From an optimization exercise on the open Yosys and OpenROAD flow, aimed at small area and a short achievable clock period; shortcuts taken in it are not production practice.
RTL that was checked went through simulation tests only; none was proved equivalent to the original.
Power figures rest on the tool's default switching activity, not on a simulated workload.

old:
==> flow/design.v <==
`timescale 1ns / 1ps
module FIR
#(
parameter data_in = 16,
parameter no_tap = 10
)
(
    input i_clk,
    input signed [data_in-1:0] i_serial_in ,
    input i_data_wr,
    output signed [2*data_in-1:0] o_data_out ,
    output o_data_rdy,
    input i_reset
    );
    reg [15:0] r [0:8];
    reg [15:0] hold;
    reg [25:0] acc;          
    reg        c1, c2;
    reg [25:0] out;
    reg        rdy;
    reg        wr;           
    reg        ld;           
    reg  [3:0] lab;          
    reg  [3:0] k;            
    reg        e0;           
    reg        e1;           
    reg        repl;         
    reg        zap;          
    reg sA256, sA16, sAh, sAl, sB4n, sBh, sB1;
    integer i;
    wire       wr_n  = !i_reset && i_data_wr && !wr;
    wire [3:0] lab_p = lab + 4'd1 + {3'd0, wr};
    wire [3:0] lab_n = (lab_p >= 4'd9) ? lab_p - 4'd9 : lab_p;
    wire [3:0] k_n   = wr ? 4'd1 : (k == 4'd11 ? 4'd11 : k + 4'd1);
    wire       e0_n  = e0 && !wr;
    wire       e1_n  = wr ? e0 : e1;
    wire       rd_n  = (k_n != 4'd0) && (k_n <= 4'd9);    
    wire       rr_n  = rd_n && !e1_n;                      
    wire [3:0] age_n = (lab_n == 4'd0) ? 4'd9 : lab_n;     
    always @(posedge i_clk) begin
        wr   <= wr_n;
        ld   <= wr_n && !e0;
        rdy  <= !i_reset && wr;
        lab  <= i_reset ? 4'd0 : lab_n;
        k    <= k_n;
        e0   <= i_reset || e0_n;
        e1   <= i_reset || e1_n;
        repl <= (lab_n == 4'd0) && (k_n >= 4'd2) && (k_n <= 4'd10);
        zap  <= e1_n && (lab_n != 4'd0);
        sA256<= rr_n && (age_n == 4'd3 || age_n == 4'd5 || age_n == 4'd9);
        sB4n <= rr_n && (age_n == 4'd3 || age_n == 4'd4 || age_n == 4'd5 ||
                         age_n == 4'd6 || age_n == 4'd9);
        sA16 <= rr_n && (age_n == 4'd4 || age_n == 4'd6);
        sB1  <= rr_n && (age_n == 4'd7);
        sAl  <= rr_n && (age_n == 4'd2 || age_n == 4'd8);
        sAh  <= rd_n && !e0_n && (age_n == 4'd1);
        sBh  <= rd_n && !e0_n && (age_n == 4'd1);
    end
    always @(posedge i_clk) begin
        r[0] <= repl ? hold : (zap ? 16'd0 : r[8]);
        for (i = 1; i < 9; i = i + 1) r[i] <= r[i-1];
        if (wr) hold <= i_serial_in;
    end
    wire [15:0] x  = r[8];
    wire [15:0] fx = {~x[15], x[14:0]};                
    wire [15:0] gx = {x[15], ~x[14:0]};                
    wire [15:0] fl = {~r[7][15], r[7][14:0]};
    wire [15:0] fh = {~hold[15], hold[14:0]};
    wire [25:0] laneA = (sA256 ? {2'd0, fx, 8'd0}  : 26'd0)
                      | (sA16  ? {6'd0, fx, 4'd0}  : 26'd0)
                      | (sAh   ? {7'd0, fh, 3'd0}  : 26'd0)
                      | (sAl   ? {10'd0, fl}       : 26'd0);
    wire [25:0] laneB = (sB4n  ? {8'd0, gx, 2'd0}  : 26'd0)
                      | (sBh   ? {9'd0, fh, 1'd0}  : 26'd0)
                      | (sB1   ? {10'd0, fx}       : 26'd0);
    wire [25:0] cinit = e0 ? 26'h3fb0000 : 26'h25f8014;
    wire [25:0] a0 = wr ? cinit : acc;
    wire [25:0] ps = a0 ^ laneA ^ laneB;
    wire [25:0] pc = {(a0[24:0] & laneA[24:0]) | (a0[24:0] & laneB[24:0]) | (laneA[24:0] & laneB[24:0]), 1'b0};
    wire [9:0]  lo = {1'b0, ps[8:0]} + {1'b0, pc[8:0]};
    wire [10:0] mc = {1'b0, ps[17:9], 1'b1} + {1'b0, pc[17:9], c1 & !wr};
    wire [8:0]  hc = {ps[25:18], 1'b1} + {pc[25:18], c2 & !wr};
    wire [7:0]  ohi = acc[25:18] + {7'd0, c2};
    always @(posedge i_clk) begin
        acc <= {hc[8:1], mc[9:1], lo[8:0]};
        c1  <= lo[9];
        c2  <= mc[10];
        if (i_reset) out <= 26'd0;
        else if (ld) out <= {ohi, acc[17:0]};
    end
    assign o_data_rdy = rdy;
    assign o_data_out = {{6{out[25]}}, out};
endmodule
==> flow/config.mk <==
export PLATFORM = sky130hd
export DESIGN_NAME = FIR
export DESIGN_NICKNAME = FIR
export VERILOG_FILES = /design/flow/design.v
export SDC_FILE = /design/flow/constraint.sdc
export NUM_CORES = 4
export LEC_CHECK = 0
export CAP_MARGIN = 20
export CORE_MARGIN = 2
export CORE_UTILIZATION = 65
export PLACE_DENSITY = 0.75
export SLEW_MARGIN = 20
==> flow/constraint.sdc <==
create_clock -name core_clock -period 10.0 [get_ports {i_clk}]
set_input_delay 2.0000 -clock core_clock [delete_from_list [all_inputs] [get_ports {i_clk}]]
set_output_delay 2.0000 -clock core_clock [all_outputs]
set_load 0.01 [all_outputs]
standard.sh (not shown) runs the stock make flow with config.mk's settings and CLKGATE_MAP_FILE= SYNTH_SCRIPT=/design/flow/synth_recipe.tcl, a recipe that flattens the netlist after the stock synthesis.
==> flow/flow/run.sh <==
#!/bin/bash
# Standard ORFS layout (the standard.sh), with repair_timing asked to
# leave more setup slack than the default so it keeps improving the paths.
set -euo pipefail
bash standard.sh SETUP_SLACK_MARGIN=7 "BUFFER_PORTS_ARGS=-buffer_cell sky130_fd_sc_hd__buf_2" "CTS_ARGS=-sink_clustering_enable -repair_clock_nets -dont_use_dummy_load -buf_list sky130_fd_sc_hd__clkbuf_16 -sink_clustering_size 30 -sink_clustering_max_diameter 80" finish > make_finish.log 2>&1
--- input diff old..new ---
--- a/flow/design.v
+++ b/flow/design.v
@@ -23,13 +23,13 @@
     reg  [3:0] lab;          
     reg  [3:0] k;            
     reg        e0;           
     reg        e1;           
     reg        repl;         
     reg        zap;          
-    reg sA256, sA16, sAh, sAl, sB4n, sBh, sB1;
+    reg sA256, sA8, sAh, sAl, sB4n, sB4p, sBh, sB1;
     integer i;
     wire       wr_n  = !i_reset && i_data_wr && !wr;
     wire [3:0] lab_p = lab + 4'd1 + {3'd0, wr};
     wire [3:0] lab_n = (lab_p >= 4'd9) ? lab_p - 4'd9 : lab_p;
     wire [3:0] k_n   = wr ? 4'd1 : (k == 4'd11 ? 4'd11 : k + 4'd1);
     wire       e0_n  = e0 && !wr;
@@ -45,15 +45,15 @@
         k    <= k_n;
         e0   <= i_reset || e0_n;
         e1   <= i_reset || e1_n;
         repl <= (lab_n == 4'd0) && (k_n >= 4'd2) && (k_n <= 4'd10);
         zap  <= e1_n && (lab_n != 4'd0);
         sA256<= rr_n && (age_n == 4'd3 || age_n == 4'd5 || age_n == 4'd9);
-        sB4n <= rr_n && (age_n == 4'd3 || age_n == 4'd4 || age_n == 4'd5 ||
-                         age_n == 4'd6 || age_n == 4'd9);
-        sA16 <= rr_n && (age_n == 4'd4 || age_n == 4'd6);
+        sB4n <= rr_n && (age_n == 4'd3 || age_n == 4'd5 || age_n == 4'd9);
+        sA8  <= rr_n && (age_n == 4'd4 || age_n == 4'd6);
+        sB4p <= rr_n && (age_n == 4'd4 || age_n == 4'd6);
         sB1  <= rr_n && (age_n == 4'd7);
         sAl  <= rr_n && (age_n == 4'd2 || age_n == 4'd8);
         sAh  <= rd_n && !e0_n && (age_n == 4'd1);
         sBh  <= rd_n && !e0_n && (age_n == 4'd1);
     end
     always @(posedge i_clk) begin
@@ -64,19 +64,20 @@
     wire [15:0] x  = r[8];
     wire [15:0] fx = {~x[15], x[14:0]};                
     wire [15:0] gx = {x[15], ~x[14:0]};                
     wire [15:0] fl = {~r[7][15], r[7][14:0]};
     wire [15:0] fh = {~hold[15], hold[14:0]};
     wire [25:0] laneA = (sA256 ? {2'd0, fx, 8'd0}  : 26'd0)
-                      | (sA16  ? {6'd0, fx, 4'd0}  : 26'd0)
+                      | (sA8   ? {7'd0, fx, 3'd0}  : 26'd0)
                       | (sAh   ? {7'd0, fh, 3'd0}  : 26'd0)
                       | (sAl   ? {10'd0, fl}       : 26'd0);
     wire [25:0] laneB = (sB4n  ? {8'd0, gx, 2'd0}  : 26'd0)
+                      | (sB4p  ? {8'd0, fx, 2'd0}  : 26'd0)
                       | (sBh   ? {9'd0, fh, 1'd0}  : 26'd0)
                       | (sB1   ? {10'd0, fx}       : 26'd0);
-    wire [25:0] cinit = e0 ? 26'h3fb0000 : 26'h25f8014;
+    wire [25:0] cinit = e0 ? 26'h3fb0000 : 26'h267800c;
     wire [25:0] a0 = wr ? cinit : acc;
     wire [25:0] ps = a0 ^ laneA ^ laneB;
     wire [25:0] pc = {(a0[24:0] & laneA[24:0]) | (a0[24:0] & laneB[24:0]) | (laneA[24:0] & laneB[24:0]), 1'b0};
     wire [9:0]  lo = {1'b0, ps[8:0]} + {1'b0, pc[8:0]};
     wire [10:0] mc = {1'b0, ps[17:9], 1'b1} + {1'b0, pc[17:9], c1 & !wr};
     wire [8:0]  hc = {ps[25:18], 1'b1} + {pc[25:18], c2 & !wr};
Notes after the runs:
Total routing usage reported by global routing sits higher in new than in old. Lower number of placed instances with taps included among new and old: old. Between old and new, final clock period utilization by the worst path decreased. Compared with old, in new final count of hold timing violations about even; maximum fanout along the worst path went up 2; met2 usage in global routing +0.46 points; via count of the first global-routing pass rose 200; length in cells of the worst reg-to-reg path fell by 4. new: wire length of the first global-routing pass is about 3% higher than what old reported. Compared with old, new ends up with a larger final cell area. The overall power in new was higher than what old gave. Of new and old, old shows the lower fmax, with new above it. Compared with old, new shows a higher worst setup slack.
For old, only the layout was checked, not whether the RTL still works.

afterwards: timing with drivers on the ports:
In the flow no input, the clock included, has a driving cell. The finished layouts below were timed again as built, in two steps.
Step 1: set_driving_cell puts a clkbuf_16 on i_clk and a buf_2 on each other input, an assumption about the parent block.
Step 2 times the ports against the registers' clock, not the clock port: input delays grow and output delays shrink by t, the midpoint of the rising clock arrivals with the driver on.
Three values: ideal, step 1, step 2; two values: the first two.
run | t (ns) | setup WS [ns] | worst setup path after step 2 | latest minus earliest clock arrival (ns)
old | 0.486 | 6.926 / 6.926 / 6.926 | register to register | 0.053 / 0.052
new | 0.485 | 7.021 / 6.980 / 7.029 | input to register | 0.064 / 0.064
After both steps setup and hold are still met in every run listed.
